Context: an optimization exercise on an open-source flow, tuned for small area, a short achievable clock period and few clock cycles per item. The choices shown serve that exercise and are no tape-out recipe.
No functional check of the RTL was part of any run shown here.
Power figures rest on the tool's default switching activity, not on a simulated workload.

$ cat flow/config.mk
export PLATFORM = sky130hd
export DESIGN_NAME = norm5_unit
export DESIGN_NICKNAME = norm5_unit
export VERILOG_FILES = /design/flow/design.v
export SDC_FILE = /design/flow/constraint.sdc
export NUM_CORES = 8
export LEC_CHECK = 0
export CAP_MARGIN = 20
export CORE_MARGIN = 2
export CORE_UTILIZATION = 60
export PLACE_DENSITY = 0.75
export SETUP_SLACK_MARGIN = 5
export SLEW_MARGIN = 20
$ cat flow/constraint.sdc
create_clock -name core_clock -period 10.0 [get_ports {clk}]
set_input_delay 2.0000 -clock core_clock [delete_from_list [all_inputs] [get_ports {clk}]]
set_output_delay 2.0000 -clock core_clock [all_outputs]
set_load 0.01 [all_outputs]
$ cat flow/design.v
`timescale 1ns / 1ps
module gain_comp_rows (input [35:0] v, output [35:0] ra, output [35:0] rb);
    wire n1 = ~v[14] ^ v[1];
    wire n2 = ~v[14] & v[1];
    wire n3 = ~v[14] ^ ~v[15] ^ v[2];
    wire n4 = (~v[14] & ~v[15]) | (~v[14] & v[2]) | (~v[15] & v[2]);
    wire n5 = v[5] ^ v[6];
    wire n6 = v[5] & v[6];
    wire n7 = ~v[15] ^ ~v[16] ^ v[3];
    wire n8 = (~v[15] & ~v[16]) | (~v[15] & v[3]) | (~v[16] & v[3]);
    wire n9 = n1 ^ v[4] ^ v[5];
    wire n10 = (n1 & v[4]) | (n1 & v[5]) | (v[4] & v[5]);
    wire n11 = v[7] ^ v[8];
    wire n12 = v[7] & v[8];
    wire n13 = n2 ^ n3 ^ n5;
    wire n14 = (n2 & n3) | (n2 & n5) | (n3 & n5);
    wire n15 = v[8] ^ v[9] ^ v[11];
    wire n16 = (v[8] & v[9]) | (v[8] & v[11]) | (v[9] & v[11]);
    wire n17 = v[12] ^ v[13];
    wire n18 = v[12] & v[13];
    wire n19 = n4 ^ n6 ^ n7;
    wire n20 = (n4 & n6) | (n4 & n7) | (n6 & n7);
    wire n21 = v[6] ^ v[7] ^ v[9];
    wire n22 = (v[6] & v[7]) | (v[6] & v[9]) | (v[7] & v[9]);
    wire n23 = v[10] ^ v[12] ^ v[13];
    wire n24 = (v[10] & v[12]) | (v[10] & v[13]) | (v[12] & v[13]);
    wire n25 = n8 ^ ~v[16] ^ ~v[17];
    wire n26 = (n8 & ~v[16]) | (n8 & ~v[17]) | (~v[16] & ~v[17]);
    wire n27 = v[4] ^ v[7] ^ v[8];
    wire n28 = (v[4] & v[7]) | (v[4] & v[8]) | (v[7] & v[8]);
    wire n29 = v[10] ^ v[11] ^ v[13];
    wire n30 = (v[10] & v[11]) | (v[10] & v[13]) | (v[11] & v[13]);
    wire n31 = ~v[17] ^ ~v[18] ^ v[5];
    wire n32 = (~v[17] & ~v[18]) | (~v[17] & v[5]) | (~v[18] & v[5]);
    wire n33 = v[8] ^ v[9] ^ v[11];
    wire n34 = (v[8] & v[9]) | (v[8] & v[11]) | (v[9] & v[11]);
    wire n35 = ~v[14] ^ ~v[18] ^ ~v[19];
    wire n36 = (~v[14] & ~v[18]) | (~v[14] & ~v[19]) | (~v[18] & ~v[19]);
    wire n37 = v[6] ^ v[9] ^ v[10];
    wire n38 = (v[6] & v[9]) | (v[6] & v[10]) | (v[9] & v[10]);
    wire n39 = v[12] ^ v[13];
    wire n40 = v[12] & v[13];
    wire n41 = ~v[15] ^ ~v[19] ^ ~v[20];
    wire n42 = (~v[15] & ~v[19]) | (~v[15] & ~v[20]) | (~v[19] & ~v[20]);
    wire n43 = v[7] ^ v[10] ^ v[11];
    wire n44 = (v[7] & v[10]) | (v[7] & v[11]) | (v[10] & v[11]);
    wire n45 = ~v[16] ^ ~v[20] ^ ~v[21];
    wire n46 = (~v[16] & ~v[20]) | (~v[16] & ~v[21]) | (~v[20] & ~v[21]);
    wire n47 = ~v[14] ^ ~v[17] ^ ~v[21];
    wire n48 = (~v[14] & ~v[17]) | (~v[14] & ~v[21]) | (~v[17] & ~v[21]);
    wire n49 = ~v[22] ^ v[9];
    wire n50 = ~v[22] & v[9];
    wire n51 = ~v[15] ^ ~v[18] ^ ~v[22];
    wire n52 = (~v[15] & ~v[18]) | (~v[15] & ~v[22]) | (~v[18] & ~v[22]);
    wire n53 = v[22] ^ v[24];
    wire n54 = v[22] & v[24];
    wire n55 = n9 ^ n11 ^ v[10];
    wire n56 = (n9 & n11) | (n9 & v[10]) | (n11 & v[10]);
    wire n57 = n10 ^ n12 ^ n13;
    wire n58 = (n10 & n12) | (n10 & n13) | (n12 & n13);
    wire n59 = n15 ^ n17;
    wire n60 = n15 & n17;
    wire n61 = n14 ^ n16 ^ n18;
    wire n62 = (n14 & n16) | (n14 & n18) | (n16 & n18);
    wire n63 = n19 ^ n21 ^ n23;
    wire n64 = (n19 & n21) | (n19 & n23) | (n21 & n23);
    wire n65 = n20 ^ n22 ^ n24;
    wire n66 = (n20 & n22) | (n20 & n24) | (n22 & n24);
    wire n67 = n25 ^ n27 ^ n29;
    wire n68 = (n25 & n27) | (n25 & n29) | (n27 & n29);
    wire n69 = n26 ^ n28 ^ n30;
    wire n70 = (n26 & n28) | (n26 & n30) | (n28 & n30);
    wire n71 = n31 ^ n33 ^ v[12];
    wire n72 = (n31 & n33) | (n31 & v[12]) | (n33 & v[12]);
    wire n73 = n32 ^ n34 ^ n35;
    wire n74 = (n32 & n34) | (n32 & n35) | (n34 & n35);
    wire n75 = n37 ^ n39 ^ 1'b1;
    wire n76 = (n37 & n39) | (n37 & 1'b1) | (n39 & 1'b1);
    wire n77 = n36 ^ n38 ^ n40;
    wire n78 = (n36 & n38) | (n36 & n40) | (n38 & n40);
    wire n79 = n41 ^ n43 ^ v[13];
    wire n80 = (n41 & n43) | (n41 & v[13]) | (n43 & v[13]);
    wire n81 = n42 ^ n44 ^ n45;
    wire n82 = (n42 & n44) | (n42 & n45) | (n44 & n45);
    wire n83 = v[8] ^ v[11] ^ v[12];
    wire n84 = (v[8] & v[11]) | (v[8] & v[12]) | (v[11] & v[12]);
    wire n85 = n46 ^ n47 ^ n49;
    wire n86 = (n46 & n47) | (n46 & n49) | (n47 & n49);
    wire n87 = v[12] ^ v[13] ^ 1'b1;
    wire n88 = (v[12] & v[13]) | (v[12] & 1'b1) | (v[13] & 1'b1);
    wire n89 = n48 ^ n50 ^ n51;
    wire n90 = (n48 & n50) | (n48 & n51) | (n50 & n51);
    wire n91 = ~v[23] ^ v[10] ^ v[13];
    wire n92 = (~v[23] & v[10]) | (~v[23] & v[13]) | (v[10] & v[13]);
    wire n93 = n52 ^ ~v[16] ^ ~v[19];
    wire n94 = (n52 & ~v[16]) | (n52 & ~v[19]) | (~v[16] & ~v[19]);
    wire n95 = ~v[23] ^ ~v[24] ^ v[11];
    wire n96 = (~v[23] & ~v[24]) | (~v[23] & v[11]) | (~v[24] & v[11]);
    wire n97 = v[14] ^ ~v[17] ^ ~v[20];
    wire n98 = (v[14] & ~v[17]) | (v[14] & ~v[20]) | (~v[17] & ~v[20]);
    wire n99 = ~v[24] ^ ~v[25] ^ v[12];
    wire n100 = (~v[24] & ~v[25]) | (~v[24] & v[12]) | (~v[25] & v[12]);
    wire n101 = v[15] ^ ~v[18] ^ ~v[21];
    wire n102 = (v[15] & ~v[18]) | (v[15] & ~v[21]) | (~v[18] & ~v[21]);
    wire n103 = ~v[25] ^ ~v[26] ^ v[13];
    wire n104 = (~v[25] & ~v[26]) | (~v[25] & v[13]) | (~v[26] & v[13]);
    wire n105 = v[14] ^ v[16] ^ ~v[19];
    wire n106 = (v[14] & v[16]) | (v[14] & ~v[19]) | (v[16] & ~v[19]);
    wire n107 = ~v[22] ^ ~v[26] ^ ~v[27];
    wire n108 = (~v[22] & ~v[26]) | (~v[22] & ~v[27]) | (~v[26] & ~v[27]);
    wire n109 = v[15] ^ v[17] ^ ~v[20];
    wire n110 = (v[15] & v[17]) | (v[15] & ~v[20]) | (v[17] & ~v[20]);
    wire n111 = ~v[23] ^ ~v[27] ^ ~v[28];
    wire n112 = (~v[23] & ~v[27]) | (~v[23] & ~v[28]) | (~v[27] & ~v[28]);
    wire n113 = v[16] ^ v[18] ^ ~v[21];
    wire n114 = (v[16] & v[18]) | (v[16] & ~v[21]) | (v[18] & ~v[21]);
    wire n115 = ~v[24] ^ ~v[28] ^ ~v[29];
    wire n116 = (~v[24] & ~v[28]) | (~v[24] & ~v[29]) | (~v[28] & ~v[29]);
    wire n117 = v[17] ^ v[19] ^ ~v[22];
    wire n118 = (v[17] & v[19]) | (v[17] & ~v[22]) | (v[19] & ~v[22]);
    wire n119 = ~v[25] ^ ~v[29] ^ ~v[30];
    wire n120 = (~v[25] & ~v[29]) | (~v[25] & ~v[30]) | (~v[29] & ~v[30]);
    wire n121 = v[18] ^ v[20] ^ ~v[23];
    wire n122 = (v[18] & v[20]) | (v[18] & ~v[23]) | (v[20] & ~v[23]);
    wire n123 = ~v[26] ^ ~v[30] ^ ~v[31];
    wire n124 = (~v[26] & ~v[30]) | (~v[26] & ~v[31]) | (~v[30] & ~v[31]);
    wire n125 = v[19] ^ v[21] ^ ~v[24];
    wire n126 = (v[19] & v[21]) | (v[19] & ~v[24]) | (v[21] & ~v[24]);
    wire n127 = ~v[27] ^ ~v[31] ^ ~v[32];
    wire n128 = (~v[27] & ~v[31]) | (~v[27] & ~v[32]) | (~v[31] & ~v[32]);
    wire n129 = v[20] ^ v[22] ^ ~v[25];
    wire n130 = (v[20] & v[22]) | (v[20] & ~v[25]) | (v[22] & ~v[25]);
    wire n131 = ~v[28] ^ ~v[32] ^ ~v[33];
    wire n132 = (~v[28] & ~v[32]) | (~v[28] & ~v[33]) | (~v[32] & ~v[33]);
    wire n133 = v[21] ^ v[23] ^ ~v[26];
    wire n134 = (v[21] & v[23]) | (v[21] & ~v[26]) | (v[23] & ~v[26]);
    wire n135 = ~v[29] ^ ~v[33] ^ ~v[34];
    wire n136 = (~v[29] & ~v[33]) | (~v[29] & ~v[34]) | (~v[33] & ~v[34]);
    wire n137 = n53 ^ ~v[27] ^ ~v[30];
    wire n138 = (n53 & ~v[27]) | (n53 & ~v[30]) | (~v[27] & ~v[30]);
    wire n139 = ~v[34] ^ v[35] ^ 1'b1;
    wire n140 = (~v[34] & v[35]) | (~v[34] & 1'b1) | (v[35] & 1'b1);
    wire n141 = n54 ^ v[23] ^ v[25];
    wire n142 = (n54 & v[23]) | (n54 & v[25]) | (v[23] & v[25]);
    wire n143 = ~v[28] ^ ~v[31] ^ v[35];
    wire n144 = (~v[28] & ~v[31]) | (~v[28] & v[35]) | (~v[31] & v[35]);
    wire n145 = v[24] ^ v[26] ^ ~v[29];
    wire n146 = (v[24] & v[26]) | (v[24] & ~v[29]) | (v[26] & ~v[29]);
    wire n147 = ~v[32] ^ 1'b1;
    wire n148 = ~v[32] & 1'b1;
    wire n149 = v[25] ^ v[27] ^ ~v[30];
    wire n150 = (v[25] & v[27]) | (v[25] & ~v[30]) | (v[27] & ~v[30]);
    wire n151 = ~v[33] ^ 1'b1;
    wire n152 = ~v[33] & 1'b1;
    wire n153 = v[26] ^ v[28] ^ ~v[31];
    wire n154 = (v[26] & v[28]) | (v[26] & ~v[31]) | (v[28] & ~v[31]);
    wire n155 = ~v[34] ^ 1'b1;
    wire n156 = ~v[34] & 1'b1;
    wire n157 = v[27] ^ v[29] ^ ~v[32];
    wire n158 = (v[27] & v[29]) | (v[27] & ~v[32]) | (v[29] & ~v[32]);
    wire n159 = v[28] ^ v[30];
    wire n160 = v[28] & v[30];
    wire n161 = v[29] ^ v[31];
    wire n162 = v[29] & v[31];
    wire n163 = n55 ^ v[11];
    wire n164 = n55 & v[11];
    wire n165 = n56 ^ n57 ^ n59;
    wire n166 = (n56 & n57) | (n56 & n59) | (n57 & n59);
    wire n167 = n58 ^ n60 ^ n61;
    wire n168 = (n58 & n60) | (n58 & n61) | (n60 & n61);
    wire n169 = n62 ^ n64 ^ n65;
    wire n170 = (n62 & n64) | (n62 & n65) | (n64 & n65);
    wire n171 = n66 ^ n68 ^ n69;
    wire n172 = (n66 & n68) | (n66 & n69) | (n68 & n69);
    wire n173 = n70 ^ n72 ^ n73;
    wire n174 = (n70 & n72) | (n70 & n73) | (n72 & n73);
    wire n175 = n74 ^ n76 ^ n77;
    wire n176 = (n74 & n76) | (n74 & n77) | (n76 & n77);
    wire n177 = n78 ^ n80 ^ n81;
    wire n178 = (n78 & n80) | (n78 & n81) | (n80 & n81);
    wire n179 = n82 ^ n84 ^ n85;
    wire n180 = (n82 & n84) | (n82 & n85) | (n84 & n85);
    wire n181 = n86 ^ n88 ^ n89;
    wire n182 = (n86 & n88) | (n86 & n89) | (n88 & n89);
    wire n183 = n90 ^ n92 ^ n93;
    wire n184 = (n90 & n92) | (n90 & n93) | (n92 & n93);
    wire n185 = n94 ^ n96 ^ n97;
    wire n186 = (n94 & n96) | (n94 & n97) | (n96 & n97);
    wire n187 = n98 ^ n100 ^ n101;
    wire n188 = (n98 & n100) | (n98 & n101) | (n100 & n101);
    wire n189 = n102 ^ n104 ^ n105;
    wire n190 = (n102 & n104) | (n102 & n105) | (n104 & n105);
    wire n191 = n106 ^ n108 ^ n109;
    wire n192 = (n106 & n108) | (n106 & n109) | (n108 & n109);
    wire n193 = n110 ^ n112 ^ n113;
    wire n194 = (n110 & n112) | (n110 & n113) | (n112 & n113);
    wire n195 = n114 ^ n116 ^ n117;
    wire n196 = (n114 & n116) | (n114 & n117) | (n116 & n117);
    wire n197 = n118 ^ n120 ^ n121;
    wire n198 = (n118 & n120) | (n118 & n121) | (n120 & n121);
    wire n199 = n122 ^ n124 ^ n125;
    wire n200 = (n122 & n124) | (n122 & n125) | (n124 & n125);
    wire n201 = n126 ^ n128 ^ n129;
    wire n202 = (n126 & n128) | (n126 & n129) | (n128 & n129);
    wire n203 = n130 ^ n132 ^ n133;
    wire n204 = (n130 & n132) | (n130 & n133) | (n132 & n133);
    wire n205 = n134 ^ n136 ^ n137;
    wire n206 = (n134 & n136) | (n134 & n137) | (n136 & n137);
    wire n207 = n138 ^ n140 ^ n141;
    wire n208 = (n138 & n140) | (n138 & n141) | (n140 & n141);
    wire n209 = n142 ^ n144 ^ n145;
    wire n210 = (n142 & n144) | (n142 & n145) | (n144 & n145);
    wire n211 = n146 ^ n148 ^ n149;
    wire n212 = (n146 & n148) | (n146 & n149) | (n148 & n149);
    wire n213 = n150 ^ n152 ^ n153;
    wire n214 = (n150 & n152) | (n150 & n153) | (n152 & n153);
    wire n215 = n154 ^ n156 ^ n157;
    wire n216 = (n154 & n156) | (n154 & n157) | (n156 & n157);
    wire n217 = n158 ^ n159 ^ ~v[33];
    wire n218 = (n158 & n159) | (n158 & ~v[33]) | (n159 & ~v[33]);
    wire n219 = n160 ^ n161 ^ ~v[34];
    wire n220 = (n160 & n161) | (n160 & ~v[34]) | (n161 & ~v[34]);
    wire n221 = n162 ^ v[30] ^ v[32];
    wire n222 = (n162 & v[30]) | (n162 & v[32]) | (v[30] & v[32]);
    wire n223 = v[31] ^ v[33];
    wire n224 = v[31] & v[33];
    wire n225 = v[32] ^ v[34];
    wire n226 = v[32] & v[34];
    wire n227 = n163 ^ v[12];
    wire n228 = n163 & v[12];
    wire n229 = n164 ^ n165 ^ 1'b1;
    wire n230 = (n164 & n165) | (n164 & 1'b1) | (n165 & 1'b1);
    wire n231 = n166 ^ n167 ^ n63;
    wire n232 = (n166 & n167) | (n166 & n63) | (n167 & n63);
    wire n233 = n168 ^ n169 ^ n67;
    wire n234 = (n168 & n169) | (n168 & n67) | (n169 & n67);
    wire n235 = n170 ^ n171 ^ n71;
    wire n236 = (n170 & n171) | (n170 & n71) | (n171 & n71);
    wire n237 = n172 ^ n173 ^ n75;
    wire n238 = (n172 & n173) | (n172 & n75) | (n173 & n75);
    wire n239 = n174 ^ n175 ^ n79;
    wire n240 = (n174 & n175) | (n174 & n79) | (n175 & n79);
    wire n241 = n176 ^ n177 ^ n83;
    wire n242 = (n176 & n177) | (n176 & n83) | (n177 & n83);
    wire n243 = n178 ^ n179 ^ n87;
    wire n244 = (n178 & n179) | (n178 & n87) | (n179 & n87);
    wire n245 = n180 ^ n181 ^ n91;
    wire n246 = (n180 & n181) | (n180 & n91) | (n181 & n91);
    wire n247 = n182 ^ n183 ^ n95;
    wire n248 = (n182 & n183) | (n182 & n95) | (n183 & n95);
    wire n249 = n184 ^ n185 ^ n99;
    wire n250 = (n184 & n185) | (n184 & n99) | (n185 & n99);
    wire n251 = n186 ^ n187 ^ n103;
    wire n252 = (n186 & n187) | (n186 & n103) | (n187 & n103);
    wire n253 = n188 ^ n189 ^ n107;
    wire n254 = (n188 & n189) | (n188 & n107) | (n189 & n107);
    wire n255 = n190 ^ n191 ^ n111;
    wire n256 = (n190 & n191) | (n190 & n111) | (n191 & n111);
    wire n257 = n192 ^ n193 ^ n115;
    wire n258 = (n192 & n193) | (n192 & n115) | (n193 & n115);
    wire n259 = n194 ^ n195 ^ n119;
    wire n260 = (n194 & n195) | (n194 & n119) | (n195 & n119);
    wire n261 = n196 ^ n197 ^ n123;
    wire n262 = (n196 & n197) | (n196 & n123) | (n197 & n123);
    wire n263 = n198 ^ n199 ^ n127;
    wire n264 = (n198 & n199) | (n198 & n127) | (n199 & n127);
    wire n265 = n200 ^ n201 ^ n131;
    wire n266 = (n200 & n201) | (n200 & n131) | (n201 & n131);
    wire n267 = n202 ^ n203 ^ n135;
    wire n268 = (n202 & n203) | (n202 & n135) | (n203 & n135);
    wire n269 = n204 ^ n205 ^ n139;
    wire n270 = (n204 & n205) | (n204 & n139) | (n205 & n139);
    wire n271 = n206 ^ n207 ^ n143;
    wire n272 = (n206 & n207) | (n206 & n143) | (n207 & n143);
    wire n273 = n208 ^ n209 ^ n147;
    wire n274 = (n208 & n209) | (n208 & n147) | (n209 & n147);
    wire n275 = n210 ^ n211 ^ n151;
    wire n276 = (n210 & n211) | (n210 & n151) | (n211 & n151);
    wire n277 = n212 ^ n213 ^ n155;
    wire n278 = (n212 & n213) | (n212 & n155) | (n213 & n155);
    wire n279 = n214 ^ n215 ^ v[35];
    wire n280 = (n214 & n215) | (n214 & v[35]) | (n215 & v[35]);
    wire n281 = n216 ^ n217 ^ 1'b1;
    wire n282 = (n216 & n217) | (n216 & 1'b1) | (n217 & 1'b1);
    wire n283 = n218 ^ n219 ^ 1'b1;
    wire n284 = (n218 & n219) | (n218 & 1'b1) | (n219 & 1'b1);
    wire n285 = n220 ^ n221 ^ v[35];
    wire n286 = (n220 & n221) | (n220 & v[35]) | (n221 & v[35]);
    wire n287 = n222 ^ n223 ^ 1'b1;
    wire n288 = (n222 & n223) | (n222 & 1'b1) | (n223 & 1'b1);
    wire n289 = n224 ^ n225 ^ 1'b1;
    wire n290 = (n224 & n225) | (n224 & 1'b1) | (n225 & 1'b1);
    wire n291 = n226 ^ v[33] ^ ~v[35];
    wire n292 = (n226 & v[33]) | (n226 & ~v[35]) | (v[33] & ~v[35]);
    wire n293 = v[34] ^ 1'b1;
    wire n294 = v[34] & 1'b1;
    assign ra = {1'b1, n294, n292, n290, n288, n286, n284, n282, n280, n278, n276, n274, n272, n270, n268, n266, n264, n262, n260, n258, n256, n254, n252, n250, n248, n246, n244, n242, n240, n238, n236, n234, n232, n230, n228, n227};
    assign rb = {1'b0, ~v[35], n293, n291, n289, n287, n285, n283, n281, n279, n277, n275, n273, n271, n269, n267, n265, n263, n261, n259, n257, n255, n253, n251, n249, n247, n245, n243, n241, n239, n237, n235, n233, n231, n229, 1'b1};
endmodule
`timescale 1ns / 1ps
module norm5_unit #(
    parameter DIMENSIONS    = 5,
    parameter DATA_WIDTH    = 32,
    parameter CORDIC_WIDTH  = 38,
    parameter CORDIC_STAGES = 16,
    parameter ANGLE_WIDTH   = 16
)(
    input                              clk,
    input                              nreset,
    input                              start,
    input  [DIMENSIONS*DATA_WIDTH-1:0] w_in,
    output [DIMENSIONS*DATA_WIDTH-1:0] w_out,
    output                             done
);
    localparam W  = 36;      
    localparam OW = 22;      
    localparam CW = W - 6;   
    reg st_idle;    
    reg st_a1;      
    reg st_v;       
    reg st_va;      
    reg st_vb;      
    reg st_r1l;     
    reg st_r;       
    reg st_ra;      
    reg st_rb;      
    reg st_rc;      
    reg [1:0] p;
    reg [3:0] i;     
    reg [3:0] ix;    
    reg wo3, wo4, wo5;
    reg done_r;
    reg signed [W-1:0] X, Y;
    reg        f;                
    reg        qf;               
    reg        zf;               
    reg [15:0] T1;               
    reg        n1;               
    reg [OW-1:0] O3, O4, O5;     
    wire [15:0] T2 = O3[15:0];
    wire [15:0] T3 = O4[15:0];
    wire [15:0] T4 = O5[15:0];
    reg [CW-1:0] RA, RB;         
    reg          RC6;            
    wire [31:0] w1 = w_in[31:0];
    wire [31:0] w2 = w_in[63:32];
    wire [31:0] w3 = w_in[95:64];
    wire [31:0] w4 = w_in[127:96];
    wire [31:0] w5 = w_in[159:128];
    wire [31:0] wsel = st_idle ? w2 :
                       st_a1   ? w1 :
                       (p == 2'd0) ? w3 : (p == 2'd1) ? w4 : w5;
    wire [W-1:0] ld = {wsel[29:0], 6'b0} ^ {W{wsel[31]}};
    reg [15:0] Tcur;
    always @(*) begin
        case (p)
            2'd0:    Tcur = T4;
            2'd1:    Tcur = T3;
            2'd2:    Tcur = T2;
            default: Tcur = T1;
        endcase
    end
    wire s0  = (i == 4'd0);
    wire d   = st_v ? (~s0 & Y[W-1]) : (s0 ? Tcur[0] : Tcur[1]);
    wire inx = d;
    wire cnx = s0 ? (d ^ f) : d;
    wire iny = (s0 & ~st_v) ? 1'b0 : ~d;
    wire cny = s0 ? (st_v ? ~f : f) : ~d;
    wire signed [W-1:0] ysh = Y >>> i;
    wire signed [W-1:0] xsh = X >>> ix;
    wire [W:0] xs = {X, 1'b1} + {ysh ^ {W{inx}}, cnx};
    wire [W:0] ys = {Y, 1'b1} + {xsh ^ {W{iny}}, cny};
    wire [W-1:0] xa = xs[W:1];
    wire [W-1:0] ya = ys[W:1];
    wire [W-1:0] tin = st_rb ? Y : X;
    wire [W-1:0] ra, rb;
    gain_comp_rows u_gc (.v(tin), .ra(ra), .rb(rb));
    wire [6:0] lo = ra[5:0] + rb[5:0];
    always @(posedge clk) begin
        RA  <= ra[W-1:6];
        RB  <= rb[W-1:6];
        RC6 <= lo[6];
    end
    wire [CW:0]   cs  = {RA, 1'b1} + {RB, RC6};
    wire [CW-1:0] cpa = cs[CW:1];                  
    wire nn = (p == 2'd0) ? T3[0] : (p == 2'd1) ? T2[0] : n1;
    localparam [W-1:0] ONE = 36'h004000000;    
    localparam [W-1:0] MONE = -ONE;
    always @(posedge clk) begin
        if (st_idle | st_a1 | st_va | st_vb)
            X <= ld;
        else if (st_v | st_r | st_ra)
            X <= xa;
        else if (st_r1l)
            X <= zf ? {W{1'b0}} : ONE;
        else if (st_rb)
            X <= (p == 2'd3) ? {cpa, 6'b0} : {W{1'b0}};
        if (st_idle)
            Y <= {W{1'b0}};
        else if (st_a1 | st_v | st_r | st_va)
            Y <= ya;
        else if (st_r1l)
            Y <= zf ? {W{1'b0}} : (f ? MONE : ONE);
        else if (st_vb | st_rb | st_rc)
            Y <= {cpa ^ {CW{st_rb & nn & (p != 2'd3)}}, {6{st_rb & nn & (p != 2'd3)}}};
        if (st_idle | st_a1 | st_va) f <= wsel[31];
        else if (st_rb) f <= nn;
        if (st_a1) begin qf <= w1[31] ^ w2[31]; n1 <= w1[31]; end
        else if (st_va) qf <= wsel[31];
        if (st_idle) zf <= ~|w_in;
    end
    wire r = (st_v & s0) ? qf : (Y[W-1] ^ qf);
    wire rsh = st_r & ~s0;
    always @(posedge clk) begin
        if ((st_v && p == 2'd0) || (rsh && p == 2'd3)) T1 <= {r, T1[15:1]};
        if (wo3) O3 <= cpa[OW-1:0];
        else if ((st_v && p == 2'd1) || (rsh && p == 2'd2)) O3[15:0] <= {r, O3[15:1]};
        if (wo4) O4 <= cpa[OW-1:0];
        else if ((st_v && p == 2'd2) || (rsh && p == 2'd1)) O4[15:0] <= {r, O4[15:1]};
        if (wo5) O5 <= cpa[OW-1:0];
        else if ((st_v && p == 2'd3) || st_r1l || (rsh && p == 2'd0)) O5[15:0] <= {r, O5[15:1]};
    end
    always @(posedge clk or negedge nreset) begin
        if (~nreset) begin
            st_idle <= 1'b1;
            st_a1 <= 1'b0; st_v <= 1'b0; st_va <= 1'b0; st_vb <= 1'b0; st_r1l <= 1'b0;
            st_r <= 1'b0; st_ra <= 1'b0; st_rb <= 1'b0; st_rc <= 1'b0;
            p <= 2'd0;
            i <= 4'd0;
            ix <= 4'd0;
            wo3 <= 1'b0; wo4 <= 1'b0; wo5 <= 1'b0;
            done_r <= 1'b0;
        end else begin
            st_idle <= (st_idle & ~start) | st_rc;
            st_a1   <= st_idle & start;
            st_v    <= st_a1 | st_vb | (st_v & ~(i == 4'd15) & ~(p == 2'd3 && i == 4'd14));
            st_va   <= st_v & (i == 4'd15) & (p != 2'd3);
            st_vb   <= st_va;
            st_r1l  <= st_v & (p == 2'd3) & (i == 4'd14);
            st_r    <= st_r1l | (st_rb & (p != 2'd3)) | (st_r & (i != 4'd15));
            st_ra   <= st_r & (i == 4'd15);
            st_rb   <= st_ra;
            st_rc   <= st_rb & (p == 2'd3);
            wo5 <= st_rb & (p == 2'd0);
            wo4 <= st_rb & (p == 2'd1);
            wo3 <= st_rb & (p == 2'd2);
            done_r <= st_rc;
            if (st_a1 | st_r1l) p <= 2'd0;
            else if (st_vb | st_rb) p <= p + 2'd1;
            if (st_a1 | st_vb | st_rb) begin i <= 4'd0; ix <= 4'd0; end
            else if (st_r1l) begin i <= 4'd1; ix <= 4'd1; end
            else if (st_v | st_r) begin i <= i + 4'd1; ix <= ix + 4'd1; end
        end
    end
    assign done = done_r;
    wire [OW-1:0] r1 = Y[OW+5:6];
    wire [OW-1:0] r2 = X[OW+5:6];
    assign w_out = {{(32-OW){O5[OW-1]}}, O5,
                    {(32-OW){O4[OW-1]}}, O4,
                    {(32-OW){O3[OW-1]}}, O3,
                    {(32-OW){r2[OW-1]}}, r2,
                    {(32-OW){r1[OW-1]}}, r1};
endmodule
$ cat flow/run.sh
#!/bin/bash
# synth_recipe.tcl (not shown) runs the flow's synth.tcl, then flattens the netlist and writes it again
# the make line also repeats each setting of config.mk as NAME=value (left out here)
make -C /OpenROAD-flow-scripts/flow DESIGN_CONFIG=/design/flow/config.mk WORK_HOME=/design/flow/orfs CLKGATE_MAP_FILE= SYNTH_SCRIPT=/design/flow/synth_recipe.tcl finish
==> results of run 1 <==
-- through the flow --
step,instance area [µm²],total power [mW],std cells
floorplan,24600,1.08,2759
detailed placement,27500,1.17,3399
finish,29200,2.26,3490
CTS,28800,2.27,3464
global route,29200,2.31,3490
global placement,27500,1.17,3399
-- cells in the mapped netlist, drive strengths merged (10+ instances only) --
| library cell | number |
|---|---|
| and2 | 18 |
| nor2 | 196 |
| o21bai | 11 |
| nor4 | 45 |
| and3 | 20 |
| a31oi | 22 |
| dfrtp | 23 |
| a22oi | 20 |
| a211oi | 33 |
| nand4 | 30 |
| xnor2 | 164 |
| fa | 123 |
| o22ai | 11 |
| dfxtp | 95 |
| nor3 | 38 |
| mux2 | 75 |
| ha | 135 |
| xor2 | 56 |
| a21o | 56 |
| or2 | 10 |
| o21a | 12 |
| buf | 126 |
| nand2 | 245 |
| a21oi | 213 |
| mux2i | 113 |
| inv | 210 |
| o21ai | 165 |
| a221oi | 15 |
| nand2b | 11 |
| nor2b | 18 |
| nand3 | 49 |
| clkbuf | 121 |
| edfxtp | 122 |
| mux4 | 42 |
-- power breakdown --
part	internal, mW	total [mW]	switching, mW
Clock	0.638	1.11	0.476
Combinational	0.0741	0.121	0.0467
Sequential	1.03	1.03	0
Total	1.74	2.26	0.523
-- registers in the layout, indices dropped and copies added, names as in the netlist, 2 cells and up --
name and count:
X 36, Y 36, RA 29, RB 29
O3 22, O4 22, O5 22, T1 16
i 4, ix 4, p 2
-- layer usage --
| layer | global-route usage | vias up | share of wire |
|---|---|---|---|
| met2 | 0.619 | 1446 | 0.44 |
| met3 | 0.109 | 279 | 0.11 |
| li1 | - | 10043 | - |
| met4 | 0.269 | 2 | 0.075 |
| met5 | 0 | - | 0.00017 |
| met1 | 0.529 | 10907 | 0.37 |
-- how the worst max path moves through the flow --
stage | cells after the start | endpoint | start | slack, ps
final | 20 | X[27] | i[0] | 5110
after global routing | 21 | X[21] | i[0] | 4930
after CTS | 19 | X[21] | i[0] | 5010
after detailed placement | 18 | Y[31] | i[0] | 3460
after global placement | 18 | Y[31] | i[0] | 3600
after floorplan | 25 | X[21] | i[1] | 5020
-- area by class of cell --
cell class,instances,area [µm²]
flip-flops and latches,241,6190
clock inverters,16,223
fillers,3079,11300
inverters,211,811
well taps,532,666
multi-input cells,2060,16700
clock buffers,35,747
repair buffers,395,3930
-- critical path, stage by stage (launching register included) --
cell,delay (ps)
dfrtp_4,520
clkinv_8,110
ha_1,180
or3b_4,450
mux2i_2,220
nand4_1,150
buf_4,180
and2_4,200
xnor2_1,150
ha_1,330
a21o_1,150
and4_1,230
o211ai_1,90
buf_4,160
o41ai_4,500
o21ai_0,180
a21boi_0,220
o21ai_0,130
and3_1,200
o41ai_1,310
a21o_1,130
-- logic make-up (layout without fill, tap and decap cells) --
group / count (synthesis) / count (layout) / share of synthesized area
adders and majority gates: 258 / 258 / 0.169
and+or+nand+nor: 710 / 710 / 0.133
DFF: 241 / 241 / 0.251
muxes: 230 / 230 / 0.119
AOI/OAI and AO/OA: 640 / 640 / 0.162
buffers and inverters: 458 / 657 / 0.0852
xor gates and xnor gates: 222 / 222 / 0.0804
-- what timing repair did --
item	4_1_cts	5_1_grt
pin swaps	4	14
buffers inserted	13	24
gates cloned	1	1
endpoints found under the setup margin	61	27
resized for setup	42	45
==> impl_metrics.tcl, run 1 <==
set metrics [dict create \
    status "timing/DRC/antenna clean" \
    min_from "st_va" \
    setup_viol 0 \
    gr-usage-all-layers 0.413 \
    routed_wl_um 89800 \
    drive_gt1_frac 0.110 \
    power.density_nw_per_um2 77.5 \
    cts_made_buffers 28 \
    nets 3358 \
    r2r_cells 20 \
    fin_crit_ps 4890 \
    async_flop_share 0.0996 \
    synth-edff-count 122 \
    max_slew_margin 0.135 \
    synth_area_um2 24500 \
    syn_inst 2759 \
    crit_arrival_ps 5370 \
    ys.flop_type "edfxtp_1" \
    maxCapViolations 0 \
    path_class "flop to flop" \
    syn2layout_area_growth_pct 19.1 \
    fin_ws_ps 5110 \
    portBuffers 323 \
    rrSetupSlack_ps 5110 \
    required_ps 10480 \
    dp_hpwl_um 67600 \
    power_leakage_nw 11.7 \
    rsz0062_at_grt "yes" \
    globalplace.congestion 0.975 \
    htree_levels 1 \
    synthDistinctLibCells 84 \
    reg2reg_from "i[0]" \
    initial_core_util 0.605 \
    io_pins 324 \
    ys_ff_latch 241 \
    grt_overflow_total 0 \
    grt_pass1_wl_um 131000 \
    die_width_um 206 \
    antenna_cells 0 \
    r2r_end "X[27]" \
    hold_class "flop to flop" \
    final_cell_mix "clkdlybuf4s50_1, nand2_1, a21oi_1, inv_1, nor2_1" \
    cts_sinks 241 \
    core_um2 40600 \
    grt_pass1_vias 21782 \
    dieHeight_um 206 \
    drt-vias-per-instance 6.50 \
    synth_area_leaders "edfxtp_1, fa_1, dfxtp_1" \
    finalCritPeriodShare 0.489 \
    cts_hold_buf 0 \
    yosysSeqAreaShare 0.251 \
    synth_nets 3180 \
    rows 74 \
    wl_per_cell_um 25.7 \
    ant_nets 0 \
    hold_ws_ps 378 \
    drc 0 \
    clock_path_buffers 3 \
    final.setup_skew_ps 51.8 \
    finalHoldViolCount 0 \
    num_vias 22677 \
    cts-root-buf "clkbuf_16" \
    path_max_fanout 17 \
    yosysTopAreaCellShare 0.149 \
    die_area_um2 42500 \
    critPathLaunchType "flop" \
    critical_path.endpoint_type "flop" \
    whs_path_depth 0 \
    drt_pre_antenna_iters 5 \
    ir_worst_vdd_v 0.000134 \
    grt_max_degree 70 \
    antenna_found_initial 3 \
    clk_latency_ps 610 \
    dp_slack_ps 3460 \
    min_to "st_vb" \
    cts_tree "done" \
    synth_top_area_cell "edfxtp_1" \
    final_util 0.721 \
    final_common_cell "clkdlybuf4s50_1" \
    clkTransAtPathRegs_ps 60 \
    tns_ps 0 \
    drt_iter0_markers 2644 \
    report.final.slew_viol_count 0 \
    synth_warnings 1 \
    max_slew.worst_pin.slew_ps 1290 \
    syn_area_per_cell_um2 8.89 \
    max_freq_ghz 0.204 \
]
==> inputs of run 2 (changes only) <==
--- a/flow/config.mk
+++ b/flow/config.mk
@@ -7,7 +7,6 @@
 export LEC_CHECK = 0
 export CAP_MARGIN = 20
 export CORE_MARGIN = 2
-export CORE_UTILIZATION = 60
-export PLACE_DENSITY = 0.75
+export CORE_UTILIZATION = 40
 export SETUP_SLACK_MARGIN = 5
 export SLEW_MARGIN = 20
==> run 2 against run 1 <==
  * Still clean on timing, DRC and antenna
  * Sequential share of layout area down 0.33 points
  * Clock-buffer cell count up 1
  * Clock skew down 26 ps
  * Clock power up 5%
  * Register-to-register slack better by 60 ps
  * Final cell count up 7.3%
  * Die area up 49%
  * First-iteration DRC count down 36%
  * Critical path type unchanged
  * Highest routed layer is now met4
==> impl_metrics.tcl, run 2 <==
set metrics [dict create \
    yosysTopAreaCellShare 0.149 \
    num_vias 22006 \
    yosysSeqAreaShare 0.251 \
    crit_arrival_ps 5330 \
    clock_path_buffers 3 \
    yosys.area_share.simple 0.133 \
    async_flop_share 0.0996 \
    rsz0062_at_grt "yes" \
    cts_tree "done" \
    io_pins 324 \
    drc 0 \
    ir_worst_vdd_v 0.000128 \
    synth_top_family_by_area "adder cells" \
    ys.flop_type "edfxtp_1" \
    die_width_um 252 \
    drt-vias-per-instance 5.88 \
    final_util 0.491 \
    power_leakage_nw 11.7 \
    synth_nets 3180 \
    dp_hpwl_um 73200 \
    cts-root-buf "clkbuf_16" \
    final_cell_mix "clkdlybuf4s50_1, nand2_1, a21oi_1, inv_1, nor2_1" \
    drt_pre_antenna_iters 6 \
    synth_warnings 1 \
    report.final.slew_viol_count 0 \
    synth_commonest_cells "nand2_1, a21oi_1, inv_1" \
    tns_ps 0 \
    nets 3359 \
    max_freq_ghz 0.207 \
    required_ps 10500 \
    critical_path.top_delay_family "simple AND/OR/NAND/NOR gates" \
    globalplace.congestion 0.970 \
    wl_per_cell_um 25.4 \
    maxCapViolations 0 \
    path_max_fanout 18 \
    grt_max_degree 70 \
    synthMuxAreaShare 0.119 \
    synth_area_um2 24500 \
    core_um2 60500 \
    antenna_found_initial 0 \
    synthDistinctLibCells 84 \
    finalHoldViolCount 0 \
    synth-edff-count 122 \
    cpPeakStageDelay_ps 540 \
    p_total_mw 2.32 \
    dieHeight_um 252 \
    power.density_nw_per_um2 78.1 \
    fin_crit_ps 4830 \
    die_area_um2 63300 \
    htree_levels 1 \
    syn_area_per_cell_um2 8.89 \
    finalCritPeriodShare 0.483 \
    hold_ws_ps 382 \
    crit_path_frequent_cell "ha_1" \
    syn2layout_area_growth_pct 20.9 \
    synthXorXnorAreaFrac 0.0804 \
    synth_top_area_cell "edfxtp_1" \
    fillers 5669 \
    cts_hold_buf 0 \
    clkTransAtPathRegs_ps 60 \
    final.setup_skew_ps 26.3 \
    synth_compound_area_frac 0.162 \
    cts_sinks 241 \
    setup_viol 0 \
    crit_buf_inv 2 \
    syn_inst 2759 \
    ys_ff_latch 241 \
    max_slew_margin 0.224 \
    grt_pass1_wl_um 139000 \
    yosys.area_share.adder 0.169 \
    slowest_stage "dfrtp_4" \
    reg_top3 "X: 36 flops, Y: 36 flops" \
    ant_nets 0 \
    synth_most_common_cell "nand2_1" \
    gr-usage-all-layers 0.291 \
    grt_pass1_vias 21353 \
    path_class "flop to flop" \
    crit_chain "clkinv_8 -> ha_1 -> or3b_4 -> nand3_2 -> and2_4 -> buf_12 -> xnor2_1 -> ha_1 -> nand2_1 -> a21oi_1 -> a31o_4 -> a2111oi_1 -> or3_4 -> o31a_1 -> o21ai_2 -> a211oi_1 -> or4_1 -> o311ai_1" \
    synth_area_leaders "edfxtp_1, fa_1, dfxtp_1" \
    drive_gt1_frac 0.113 \
    max_slew.worst_pin.slew_ps 1160 \
    critPathLaunchType "flop" \
    rows 90 \
    critical_path.endpoint_type "flop" \
    drt_iter0_markers 1686 \
    portBuffers 323 \
    final_common_cell "clkdlybuf4s50_1" \
    routed_wl_um 95000 \
    hold_class "flop to flop" \
    antenna_cells 0 \
    grt_overflow_total 0 \
    initial_core_util 0.406 \
    clk_latency_ps 610 \
    cts_made_buffers 30 \
    status "timing/DRC/antenna clean" \
]
run 2: worst reg2reg max path, delay by kind of cell (launching register included):
| family | cells | cell delay (ps) |
|---|---|---|
| XOR/XNOR | 1 | 120 |
| flip-flops | 1 | 540 |
| buffers and inverters | 2 | 300 |
| AO/OA/AOI/OAI | 7 | 1330 |
| adder cells (fa/ha/maj) | 2 | 560 |
| AND/OR/NAND/NOR | 6 | 1900 |
run 2: timing repair:
action                                  CTS  global route
buffers inserted                         11            24
resized for setup                        37            61
gates cloned                              0             3
endpoints found under the setup margin   59            40
pin swaps                                 4            13
run 2: cells by family after synthesis:
group | after synthesis
compound gates | 640
flops | 241
fa+ha+maj | 258
xor+xnor | 222
mux | 230
buf+inv | 458
simple gates | 710
run 2: cell type report:
cell class | count | area [µm²] | area share
Inverter | 211 | 811 | 0.0273
Clock buffer | 36 | 783 | 0.0264
Tap cell | 782 | 978 | 0.0330
Sequential cell | 241 | 6180 | 0.208
Clock inverter | 20 | 262 | 0.00881
Multi-Input combinational cell | 2061 | 16800 | 0.565
Timing Repair Buffer | 393 | 3910 | 0.132
run 2: metal layers:
metal / up-vias / wire length, µm / GRT usage
met3: 160 / 7840 / 0.0605
met1: 10825 / 40400 / 0.397
met4: 0 / 4660 / 0.114
met5: - / 0 / 0
li1: 10048 / - / -
met2: 973 / 42100 / 0.451
run 2: final timing paths:
kind / start / to / slack [ps] / cells past startpoint
hold reg to reg: st_va / st_vb / 380 / 0
min in group asynchronous: nreset / st_rc / 1790 / 2
hold / removal: st_va / st_vb / 380 / 0
setup / recovery: i[0] / Y[34] / 5170 / 18
max in group asynchronous: nreset / st_idle / 7890 / 2
setup reg to reg: i[0] / Y[34] / 5170 / 18
run 2: where the power goes:
group          internal (mW)  total, mW  switching [mW]  leakage (nW)
Clock                  0.690       1.17           0.479         0.497
Sequential              1.03       1.03               0          2.16
Combinational         0.0740      0.121          0.0468          9.09
run 2: metrics by stage:
step           setup WS, ps  instance area (µm²)  instances
2_1_floorplan          5020                24600       2759
3_3_place_gp           3410                27900       3650
3_5_place_dp           3380                27900       3650
4_1_cts                5010                29200       3717
5_1_grt                4910                29700       3744
6_report               5170                29700       3744
==> inputs of run 3 (changes only) <==
--- a/flow/design.v
+++ b/flow/design.v
@@ -329,6 +329,10 @@
     reg [3:0] i;     
     reg [3:0] ix;    
     reg wo3, wo4, wo5;
+    reg s0;          
+    reg tsel;        
+    reg ysg;         
+    reg rinx, rcnx, riny, rcny;
     reg done_r;
     reg signed [W-1:0] X, Y;
     reg        f;                
@@ -340,8 +344,7 @@
     wire [15:0] T2 = O3[15:0];
     wire [15:0] T3 = O4[15:0];
     wire [15:0] T4 = O5[15:0];
-    reg [CW-1:0] RA, RB;         
-    reg          RC6;            
+    reg [W-1:0]  RA, RB;         
     wire [31:0] w1 = w_in[31:0];
     wire [31:0] w2 = w_in[63:32];
     wire [31:0] w3 = w_in[95:64];
@@ -360,29 +363,26 @@
             default: Tcur = T1;
         endcase
     end
-    wire s0  = (i == 4'd0);
-    wire d   = st_v ? (~s0 & Y[W-1]) : (s0 ? Tcur[0] : Tcur[1]);
-    wire inx = d;
-    wire cnx = s0 ? (d ^ f) : d;
-    wire iny = (s0 & ~st_v) ? 1'b0 : ~d;
-    wire cny = s0 ? (st_v ? ~f : f) : ~d;
+    wire vd  = ~s0 & ysg;
+    wire inx = st_v ? vd : rinx;
+    wire cnx = st_v ? (s0 ? f : ysg) : rcnx;
+    wire iny = st_v ? ~vd : riny;
+    wire cny = st_v ? (s0 ? ~f : ~ysg) : rcny;
     wire signed [W-1:0] ysh = Y >>> i;
     wire signed [W-1:0] xsh = X >>> ix;
     wire [W:0] xs = {X, 1'b1} + {ysh ^ {W{inx}}, cnx};
     wire [W:0] ys = {Y, 1'b1} + {xsh ^ {W{iny}}, cny};
     wire [W-1:0] xa = xs[W:1];
     wire [W-1:0] ya = ys[W:1];
-    wire [W-1:0] tin = st_rb ? Y : X;
+    wire [W-1:0] tin = tsel ? Y : X;
     wire [W-1:0] ra, rb;
     gain_comp_rows u_gc (.v(tin), .ra(ra), .rb(rb));
-    wire [6:0] lo = ra[5:0] + rb[5:0];
     always @(posedge clk) begin
-        RA  <= ra[W-1:6];
-        RB  <= rb[W-1:6];
-        RC6 <= lo[6];
+        RA <= ra;
+        RB <= rb;
     end
-    wire [CW:0]   cs  = {RA, 1'b1} + {RB, RC6};
-    wire [CW-1:0] cpa = cs[CW:1];                  
+    wire [W-1:0]  cs  = RA + RB;
+    wire [CW-1:0] cpa = cs[W-1:6];                 
     wire nn = (p == 2'd0) ? T3[0] : (p == 2'd1) ? T2[0] : n1;
     localparam [W-1:0] ONE = 36'h004000000;    
     localparam [W-1:0] MONE = -ONE;
@@ -409,7 +409,28 @@
         else if (st_va) qf <= wsel[31];
         if (st_idle) zf <= ~|w_in;
     end
-    wire r = (st_v & s0) ? qf : (Y[W-1] ^ qf);
+    always @(posedge clk) ysg <= ya[W-1];
+    wire [15:0] Tnext = (p == 2'd0) ? T3 : (p == 2'd1) ? T2 : T1;    
+    reg  nd;
+    always @(*) begin
+        if (st_rb)        nd = Tnext[0];           
+        else if (st_r1l)  nd = T4[2];              
+        else if (s0)      nd = Tcur[1];            
+        else              nd = Tcur[2];            
+    end
+    wire n0 = st_rb;                               
+    wire nf = st_rb ? nn : f;
+    always @(posedge clk) begin
+        if (st_idle) begin
+            rinx <= 1'b0; rcnx <= 1'b0; riny <= 1'b0; rcny <= wsel[31];
+        end else begin
+            rinx <= nd;
+            rcnx <= n0 ? (nd ^ nf) : nd;
+            riny <= n0 ? 1'b0 : ~nd;
+            rcny <= n0 ? nf : ~nd;
+        end
+    end
+    wire r = (st_v & s0) ? qf : (ysg ^ qf);
     wire rsh = st_r & ~s0;
     always @(posedge clk) begin
         if ((st_v && p == 2'd0) || (rsh && p == 2'd3)) T1 <= {r, T1[15:1]};
@@ -429,6 +450,8 @@
             i <= 4'd0;
             ix <= 4'd0;
             wo3 <= 1'b0; wo4 <= 1'b0; wo5 <= 1'b0;
+            s0 <= 1'b1;
+            tsel <= 1'b0;
             done_r <= 1'b0;
         end else begin
             st_idle <= (st_idle & ~start) | st_rc;
@@ -445,6 +468,8 @@
             wo4 <= st_rb & (p == 2'd1);
             wo3 <= st_rb & (p == 2'd2);
             done_r <= st_rc;
+            tsel <= st_ra;
+            s0 <= st_a1 | st_vb | st_rb | (s0 & ~(st_v | st_r | st_r1l));
             if (st_a1 | st_r1l) p <= 2'd0;
             else if (st_vb | st_rb) p <= p + 2'd1;
             if (st_a1 | st_vb | st_rb) begin i <= 4'd0; ix <= 4'd0; end
==> run 3 against run 2 <==
  * Still clean
  * Synthesized cell count shrank 3.6%
  * Clock-buffer cell count is the same
  * Clock power grew 7%
  * Largest cell class unchanged
==> impl_metrics.tcl, run 3 <==
set metrics [dict create \
    grt_max_degree 74 \
    syn_inst 2661 \
    crit_arrival_ps 5130 \
    clk_latency_ps 630 \
    die_width_um 251 \
    dp_hpwl_um 68500 \
    final_common_cell "clkdlybuf4s50_1" \
    portBuffers 323 \
    wl_per_cell_um 24.2 \
    crit_path_end "X[32]" \
    path_max_fanout 6 \
    status "timing/DRC/antenna clean" \
    synth_compound_area_frac 0.165 \
    ant_nets 0 \
    max_freq_ghz 0.208 \
    cts_sinks 257 \
    tns_ps 0 \
    routed_wl_um 88200 \
    rsz0062_at_grt "yes" \
    num_vias 20997 \
    synth_area_leaders "edfxtp_1, fa_1, dfxtp_1" \
    ir_worst_vdd_v 0.000141 \
    finalCritPeriodShare 0.480 \
    dpl_cell_area_um2 27800 \
    final_area_um2 29300 \
    required_ps 10330 \
    synthXorXnorAreaFrac 0.0801 \
    crit_start "i[0]" \
    critical_path.endpoint_type "flop" \
    drc 0 \
    cts_made_buffers 31 \
    yosysSeqAreaShare 0.266 \
    syn2layout_area_growth_pct 20.1 \
    maxCapViolations 0 \
    final_cell_mix "clkdlybuf4s50_1, a21oi_1, inv_1, nor2_1, nand2_1" \
    reg_top3 "X: 36 flops, Y: 36 flops, RA: 35 flops" \
    initial_core_util 0.404 \
    max_slew_margin 0.221 \
    clkTransAtPathRegs_ps 70 \
    synth_top_family_by_area "adder cells" \
    grt_pass1_wl_um 131000 \
    io_pins 324 \
    synth-edff-count 121 \
    synth_nets 3080 \
    synth_area_um2 24400 \
    r2r_cells 16 \
    yosys.area_share.simple 0.114 \
    nets 3256 \
    finalHoldViolCount 0 \
    htree_levels 1 \
    final_util 0.486 \
    synthDistinctLibCells 76 \
    clock_path_buffers 3 \
    drt_iter0_markers 1888 \
    synthMuxAreaShare 0.123 \
    ys_ff_latch 257 \
    core_um2 60400 \
    cts_tree "done" \
    syn_area_per_cell_um2 9.17 \
    async_flop_share 0.0973 \
    synth_most_common_cell "a21oi_1" \
    grt_overflow_total 0 \
    report.final.slew_viol_count 0 \
    rows 90 \
    grt_pass1_vias 20591 \
    drt-vias-per-instance 5.76 \
    critPathLaunchType "flop" \
    max_slew.worst_pin.slew_ps 1160 \
    synth_commonest_cells "a21oi_1, inv_1, nor2_1" \
    antenna_found_initial 3 \
    r2r_end "X[32]" \
    setup_viol 0 \
    drt_pre_antenna_iters 10 \
    synth_warnings 1 \
    synth_top_area_cell "edfxtp_1" \
    fin_crit_ps 4800 \
    yosys.area_share.adder 0.169 \
    ys.flop_type "edfxtp_1" \
    yosysTopAreaCellShare 0.149 \
    gr-usage-all-layers 0.274 \
    power_leakage_nw 11.6 \
    reg2reg_from "i[0]" \
    hold_class "flop to flop" \
    dieHeight_um 251 \
    cts-root-buf "clkbuf_16" \
    final.setup_skew_ps 32.7 \
    rrSetupSlack_ps 5200 \
    drive_gt1_frac 0.114 \
    die_area_um2 63000 \
    globalplace.congestion 0.968 \
    path_class "flop to flop" \
    power.density_nw_per_um2 84.0 \
    antenna_cells 0 \
]
run 3: area by class of cell:
type                    count  area, µm²
multi-input cells        1960      16200
flip-flops and latches    257       6500
repair buffers            377       3740
clock buffers              36        867
fillers                  5740      31100
inverters                 207        797
well taps                 782        978
repair inverters            3       17.5
clock inverters            22        255
run 3: power breakdown:
group / total (mW) / switching (mW) / leakage (nW) / internal [mW]
Sequential: 1.09 / 0 / 2.29 / 1.09
Combinational: 0.123 / 0.0500 / 8.77 / 0.0727
Clock: 1.25 / 0.515 / 0.549 / 0.731
run 3: worst min path at each step:
stage          slack [ps]  cells after the start   end   from
6_report              400                      0  tsel  st_ra
5_1_grt               410                      0  tsel  st_ra
4_1_cts               400                      0  tsel  st_ra
3_5_place_dp          380                      0  tsel  st_ra
3_3_place_gp          380                      0  tsel  st_ra
2_1_floorplan         370                      0  tsel  st_ra
run 3: cells by family (layout without fill, tap and decap cells):
family | after synthesis | after routing
buffers and inverters | 444 | 645
and+or+nand+nor | 603 | 603
DFF | 257 | 257
muxes | 231 | 231
AOI/OAI and AO/OA | 647 | 647
adders and majority gates | 256 | 256
xor gates and xnor gates | 223 | 223
run 3: layer usage:
| metal | up-vias | part of all wire | track usage |
|---|---|---|---|
| li1 | 9704 | - | - |
| met1 | 10290 | 0.44 | 0.380 |
| met2 | 862 | 0.44 | 0.415 |
| met3 | 141 | 0.079 | 0.0590 |
| met4 | 0 | 0.046 | 0.110 |
| met5 | - | 0 | 0 |
run 3: what timing repair did:
item | 4_1_cts | 5_1_grt
gates cloned | 2 | 2
hold buffers | 0 | 0
resized for setup | 16 | 35
pin swaps | 0 | 6
buffers inserted | 4 | 19
setup endpoints to repair | 27 | 23
run 3: critical path, stage by stage (launching register included):
cell and delay, ps:
dfrtp_4 450, buf_6 160, mux4_2 540, mux4_2 510, xnor2_1 150, ha_1 390, nand3_2 130, o22ai_1 110
a221oi_2 310, o22ai_2 130, or2_1 280, a221o_1 390, a221oi_2 320, nor2_1 80, mux2_1 310, o21ai_1 130
a22oi_1 110
run 3: stage by stage:
step           std cells  power [mW]  hold WS, ps  setup slack, ps
4_1_cts             3622        2.49          398             5000
6_report            3644        2.46          401             5200
3_5_place_dp        3558        1.24          382             4340
5_1_grt             3644        2.53          412             4950
2_1_floorplan       2661        1.14          367             5030
3_3_place_gp        3558        1.23          377             4390
==> inputs of run 4 (changes only) <==
--- a/flow/config.mk
+++ b/flow/config.mk
@@ -8,5 +8,5 @@
 export CAP_MARGIN = 20
 export CORE_MARGIN = 2
 export CORE_UTILIZATION = 40
-export SETUP_SLACK_MARGIN = 5
+export SETUP_SLACK_MARGIN = 4.5
 export SLEW_MARGIN = 20
==> run 4 against run 3 <==
  * Area after synthesis unchanged
  * Still clean on timing, DRC and antenna
  * Sequential share of layout area increased by 0.21 points
  * Largest power group unchanged
  * Combinational power about the same
  * First-iteration DRC count down 0.53%
  * Global-route usage fell by 0.10 points
  * Synthesized cell count unchanged
  * Final area fell by 0.98%
  * Critical endpoint unchanged
  * Clock power about the same
  * Wire length fell by 0.51%
  * Final cell count shrank 0.52%
  * Worst hold slack barely moved
  * Utilization is 0.47 points lower
==> impl_metrics.tcl, run 4 <==
set metrics [dict create \
    fin_crit_ps 5170 \
    drive_gt1_frac 0.101 \
    io_pins 324 \
    synth_area_leaders "edfxtp_1, fa_1, dfxtp_1" \
    core_um2 60400 \
    routed_wl_um 87700 \
    grt_pass1_wl_um 131000 \
    grt_pass1_vias 20539 \
    max_slew.worst_pin.slew_ps 1170 \
    internal-power_mw 1.90 \
    drt_pre_antenna_iters 6 \
    syn_inst 2661 \
    required_ps 10330 \
    cts_sinks 257 \
    maxCapViolations 0 \
    syn2layout_area_growth_pct 19.0 \
    final.setup_skew_ps 32.8 \
    power.density_nw_per_um2 84.8 \
    status "timing/DRC/antenna clean" \
    drc 0 \
    ys_ff_latch 257 \
    synth_warnings 1 \
    ant_nets 0 \
    hold_class "flop to flop" \
    whs_path_depth 0 \
    reg_top3 "X: 36 flops, Y: 36 flops, RA: 35 flops" \
    grt_overflow_total 0 \
    async_flop_share 0.0973 \
    globalplace.congestion 0.968 \
    die_width_um 251 \
    syn_area_per_cell_um2 9.17 \
    power_leakage_nw 11.5 \
    synth_nets 3080 \
    yosysTopAreaCellShare 0.149 \
    grt_max_degree 74 \
    synth_commonest_cells "a21oi_1, inv_1, nor2_1" \
    fillers 5758 \
    yosysSeqAreaShare 0.266 \
    dpl_cell_area_um2 27800 \
    die_area_um2 63000 \
    clock_path_buffers 3 \
    antenna_cells 0 \
    dieHeight_um 251 \
    synth-edff-count 121 \
    max_freq_ghz 0.194 \
    critPathLaunchType "flop" \
    num_vias 21004 \
    final_area_um2 29000 \
    r2r_end "X[32]" \
    final_cell_mix "clkdlybuf4s50_1, a21oi_1, inv_1, nor2_1, nand2_1" \
    wl_per_cell_um 24.2 \
    crit_arrival_ps 5490 \
    cts_made_buffers 31 \
    synthDistinctLibCells 76 \
    drt-vias-per-instance 5.79 \
    ir_worst_vdd_v 0.000141 \
    drt_iter0_markers 1878 \
    final_common_cell "clkdlybuf4s50_1" \
    rrSetupSlack_ps 4830 \
    dp_hpwl_um 68500 \
    clockPowerShare 0.506 \
    max_slew_margin 0.218 \
    synth_top_area_cell "edfxtp_1" \
    ys.flop_type "edfxtp_1" \
    finalHoldViolCount 0 \
    synth_area_um2 24400 \
    combPwrFrac 0.050 \
    rows 90 \
    gr-usage-all-layers 0.273 \
    p_sw_mw 0.565 \
    p_seq_frac 0.444 \
    cts_tree "done" \
    portBuffers 323 \
    tns_ps 0 \
    nets 3237 \
    swShare 0.229 \
    rsz0062_at_grt "no" \
    setup_viol 0 \
    report.final.slew_viol_count 0 \
    synth_most_common_cell "a21oi_1" \
    finalCritPeriodShare 0.517 \
    reg2reg_from "i[1]" \
    path_max_fanout 33 \
    path_class "flop to flop" \
    cts_hold_buf 0 \
    r2r_cells 19 \
    initial_core_util 0.404 \
    clkTransAtPathRegs_ps 60 \
    min_to "tsel" \
    clk_latency_ps 630 \
    htree_levels 1 \
    antenna_found_initial 3 \
    min_from "st_ra" \
    critical_path.endpoint_type "flop" \
    cts-root-buf "clkbuf_16" \
]
run 4: power by group through the flow:
stage               Combinational, mW  Clock, mW  Sequential, mW
global placement                0.120          0            1.12
floorplan                      0.0297          0            1.12
global route                    0.131       1.31            1.09
CTS                             0.121       1.27            1.09
finish                          0.123       1.25            1.09
detailed placement              0.121          0            1.12
run 4: layout make-up:
| cell class | instances | area, µm² | share of cell area |
|---|---|---|---|
| clock inverter | 22 | 255 | 0.00880 |
| timing repair inverter | 1 | 7.51 | 0.000259 |
| inverter | 207 | 787 | 0.0271 |
| multi-input combinational | 1960 | 16100 | 0.554 |
| clock buffer | 36 | 867 | 0.0299 |
| timing repair buffer | 360 | 3550 | 0.122 |
| tap | 782 | 978 | 0.0337 |
| sequential | 257 | 6500 | 0.224 |
run 4: what timing repair did:
action                                  in CTS  in global routing
endpoints found under the setup margin       5                 20
pin swaps                                    0                  0
cloned                                       0                  1
setup buffers                                0                  7
resized for setup                            2                 17
run 4: worst max-delay path by stage:
stage | to | startpoint | cells past startpoint | slack [ps]
2_1_floorplan | X[32] | i[0] | 18 | 5030
3_3_place_gp | X[34] | i[0] | 18 | 4390
3_5_place_dp | X[34] | i[0] | 18 | 4340
4_1_cts | X[34] | i[1] | 19 | 4450
5_1_grt | Y[35] | ix[0] | 18 | 4520
6_report | X[32] | i[1] | 19 | 4830
run 4: kinds of logic (layout without fill, tap and decap cells):
group	count (synthesis)	in the layout	synth area share
AOI/OAI and AO/OA	647	647	0.165
xor gates and xnor gates	223	223	0.0801
adders and majority gates	256	256	0.169
buffers and inverters	444	626	0.0830
DFF	257	257	0.266
muxes	231	231	0.123
and+or+nand+nor	603	603	0.114
run 4: through the flow:
step                hold WS (ps)  cells  power [mW]   util  worst slack, ps
detailed placement           382   3558        1.24  0.460             4340
CTS                          398   3616        2.49  0.479             4450
global placement             377   3558        1.23  0.460             4390
floorplan                    367   2661        1.14      -             5030
finish                       401   3625        2.46  0.481             4830
global route                 412   3625        2.53  0.481             4520
run 4: worst max-delay path, stage by stage, from the launching register on:
cell and delay (ps):
dfrtp_2 520, buf_8 290, mux2_2 380, o21ai_0 290
mux2i_1 180, nor2_1 140, a31oi_1 70, xnor2_1 170
ha_1 360, nand3_1 180, o22ai_1 130, a221oi_2 350
o22ai_1 150, or2_1 290, a221o_1 420, a221oi_2 310
nor2_1 80, mux2_1 310, o21ai_1 120, a22oi_1 100
run 4: per-layer routing:
| layer | up-vias | GRT usage | wire [µm] |
|---|---|---|---|
| met1 | 10343 | 0.377 | 38500 |
| met4 | 0 | 0.109 | 4090 |
| li1 | 9670 | - | - |
| met2 | 843 | 0.415 | 38200 |
| met3 | 148 | 0.0597 | 6960 |
| met5 | - | 0 | 0 |
==> inputs of run 5 (changes only) <==
--- a/flow/config.mk
+++ b/flow/config.mk
@@ -7,6 +7,6 @@
 export LEC_CHECK = 0
 export CAP_MARGIN = 20
 export CORE_MARGIN = 2
-export CORE_UTILIZATION = 40
-export SETUP_SLACK_MARGIN = 4.5
+export CORE_UTILIZATION = 55
+export SETUP_SLACK_MARGIN = 5
 export SLEW_MARGIN = 20
==> run 5 against run 4 <==
  * Still clean on timing, DRC and antenna
  * Combinational power hardly changed
  * Global-route usage is 10 points higher
  * Non-clock buffer count grew 29
  * Critical path depth down 1
  * Die area down 27%
  * Sequential share of layout area decreased by 0.27 points
  * Clock-buffer cell count is 6 higher
  * Critical endpoint is now Y[32]
  * Highest routed layer is now met5
==> impl_metrics.tcl, run 5 <==
set metrics [dict create \
    path_class "flop to flop" \
    synth_commonest_cells "a21oi_1, inv_1, nor2_1" \
    htree_levels 1 \
    routed_wl_um 87500 \
    grt_max_degree 73 \
    rrSetupSlack_ps 5170 \
    maxCapViolations 0 \
    wl_per_cell_um 25.2 \
    ys_ff_latch 257 \
    reg2reg_from "ix[0]" \
    ant_nets 0 \
    ys.flop_type "edfxtp_1" \
    multiInputGateArea_um2 16300 \
    min_to "tsel" \
    io_pins 324 \
    tns_ps 0 \
    synth_most_common_cell "a21oi_1" \
    synthMuxAreaShare 0.123 \
    synth_area_um2 24400 \
    cts_sinks 257 \
    core_um2 44000 \
    critPathLaunchType "flop" \
    grt_pass1_vias 21361 \
    hold_class "flop to flop" \
    synth_nets 3080 \
    final_cell_mix "clkdlybuf4s50_1, a21oi_1, inv_1, nor2_1, nand2_1" \
    final_area_um2 29400 \
    synth_top_area_cell "edfxtp_1" \
    num_vias 21683 \
    rsz0062_at_grt "no" \
    r2r_end "Y[32]" \
    initial_core_util 0.554 \
    yosys.area_share.simple 0.114 \
    dp_slack_ps 4230 \
    drt-vias-per-instance 6.25 \
    reg_top3 "X: 36 flops, Y: 36 flops, RA: 35 flops" \
    p_total_mw 2.49 \
    synth_warnings 1 \
    top_layer "met5" \
    portBuffers 323 \
    clk_latency_ps 620 \
    report.final.slew_viol_count 0 \
    critical_path.endpoint_type "flop" \
    cts-root-buf "clkbuf_16" \
    yosysSeqAreaShare 0.266 \
    finalHoldViolCount 0 \
    status "timing/DRC/antenna clean" \
    ir_worst_vdd_v 0.000147 \
    dieHeight_um 215 \
    crit_arrival_ps 5300 \
    async_flop_share 0.0973 \
    min_from "st_ra" \
    die_area_um2 46100 \
    fillers 3614 \
    synth_top_family_by_area "adder cells" \
    final_util 0.667 \
    globalplace.congestion 0.992 \
    setup_viol 0 \
    grt_pass1_wl_um 131000 \
    synthDistinctLibCells 76 \
    register_area_um2 6500 \
    max_freq_ghz 0.207 \
    grt_overflow_total 0 \
    fin_ws_ps 5170 \
    max_slew_margin 0.214 \
    clkTransAtPathRegs_ps 70 \
    max_slew.worst_pin.slew_ps 1170 \
    dp_hpwl_um 66000 \
    clock_path_buffers 3 \
    drt_iter0_markers 2126 \
    cts_made_buffers 31 \
    path_max_fanout 7 \
    final.setup_skew_ps 32.8 \
    required_ps 10460 \
    met2_length_um 39300 \
    drt_pre_antenna_iters 6 \
    synth-edff-count 121 \
    yosysTopAreaCellShare 0.149 \
    route.met3.wl_um 8990 \
    rows 77 \
    final_common_cell "clkdlybuf4s50_1" \
    power.density_nw_per_um2 84.8 \
    gr-usage-all-layers 0.373 \
    syn_area_per_cell_um2 9.17 \
    whs_path_depth 0 \
    met1_length_um 33700 \
    power_leakage_nw 11.7 \
    drc 0 \
    antenna_found_initial 8 \
    finalCritPeriodShare 0.483 \
    nets 3269 \
    yosys.area_share.adder 0.169 \
    cts_tree "done" \
    drive_gt1_frac 0.121 \
    synth_area_leaders "edfxtp_1, fa_1, dfxtp_1" \
    die_width_um 215 \
    dpl_cell_area_um2 27500 \
    r2r_cells 18 \
    fin_crit_ps 4830 \
    synthXorXnorAreaFrac 0.0801 \
    synth_compound_area_frac 0.165 \
    syn2layout_area_growth_pct 20.4 \
    syn_inst 2661 \
]
-- run 5: cell type report --
cell class,instances,share of cell area
Timing Repair inverter,4,0.000852
Inverter,207,0.0272
Clock inverter,15,0.00780
Clock buffer,42,0.0310
Antenna cell,2,0.000170
Multi-Input combinational cell,1960,0.555
Timing Repair Buffer,389,0.131
Tap cell,592,0.0252
Sequential cell,257,0.221
-- run 5: logic make-up after synthesis --
kind of cell | count (synthesis)
mux | 231
fa+ha+maj | 256
buf+inv | 444
simple gates | 603
compound gates | 647
flops | 257
xor+xnor | 223
-- run 5: report_power, final --
part / switching, mW / total, mW / internal [mW]
registers: 0 / 1.09 / 1.09
logic: 0.0481 / 0.121 / 0.0727
clock network: 0.508 / 1.28 / 0.769
total: 0.556 / 2.49 / 1.93
-- run 5: worst max path at each step --
stage	start	endpoint	slack [ps]	cells past startpoint
floorplan	i[0]	X[32]	5030	18
detailed placement	i[0]	X[34]	4230	17
finish	ix[0]	Y[32]	5170	18
CTS	i[1]	X[32]	5010	19
global route	i[0]	X[32]	4990	18
global placement	i[0]	X[34]	4290	17
-- run 5: critical path, stage by stage (launching register included) --
cell,delay [ps]
dfrtp_4,510
clkbuf_4,220
buf_4,130
mux2_2,350
nor2_1,90
a21oi_1,60
mux4_2,490
xnor2_1,160
ha_1,270
a21oi_1,200
o21ai_0,140
a221o_1,410
a211oi_2,370
o311ai_0,260
a31o_2,280
a21o_1,200
xor2_1,150
a221oi_1,300
nor3_1,80
-- run 5: routing by layer --
metal / track usage / up-vias
li1: - / 9735
met1: 0.470 / 10545
met2: 0.585 / 1145
met3: 0.101 / 256
met4: 0.199 / 2
met5: 0 / -
-- run 5: stage by stage --
step | hold WS [ps] | instances
after floorplan | 367 | 2661
after global placement | 383 | 3368
after detailed placement | 389 | 3368
after CTS | 419 | 3440
final | 421 | 3468
after global routing | 408 | 3467
-- run 5: what timing repair did --
action	4_1_cts	5_1_grt
cloned	4	1
gates resized for setup	19	60
hold buffers	0	0
pin swaps	1	10
setup buffers	11	25
setup endpoints to repair	29	27

[re-timing with driven ports]
Ports are ideal in the flow. The routed layouts listed here were re-timed in OpenROAD.
Step 1 (the two cells are an assumption about what drives the block):
set clk [get_ports {clk}]
set_driving_cell -lib_cell sky130_fd_sc_hd__clkbuf_16 $clk
set_driving_cell -lib_cell sky130_fd_sc_hd__buf_2 [delete_from_list [all_inputs] $clk]
Step 2, shift: input delay + t, output delay - t, t = (earliest + latest rising clock arrival at the registers) / 2. This alone moves slack from input paths to output paths.
Slacks: ideal ports / drivers / drivers and shift; pairs: ideal ports / drivers.
run	t, ns	setup WS [ns]	slew at the worst register clock pin (ns)
run 1	0.648	5.110 / 5.110 / 5.110	0.07 / 0.07
run 2	0.649	5.171 / 5.171 / 5.171	0.07 / 0.07
run 3	0.673	5.203 / 5.203 / 5.203	0.07 / 0.07
run 4	0.674	4.834 / 4.834 / 4.834	0.07 / 0.07
run 5	0.667	5.165 / 5.165 / 5.147	0.07 / 0.07
After both steps every run listed still meets setup and hold. For run 5, which loses most, drivers alone change the setup slack by 0.000 ns; drivers and shift together by -0.018 ns.
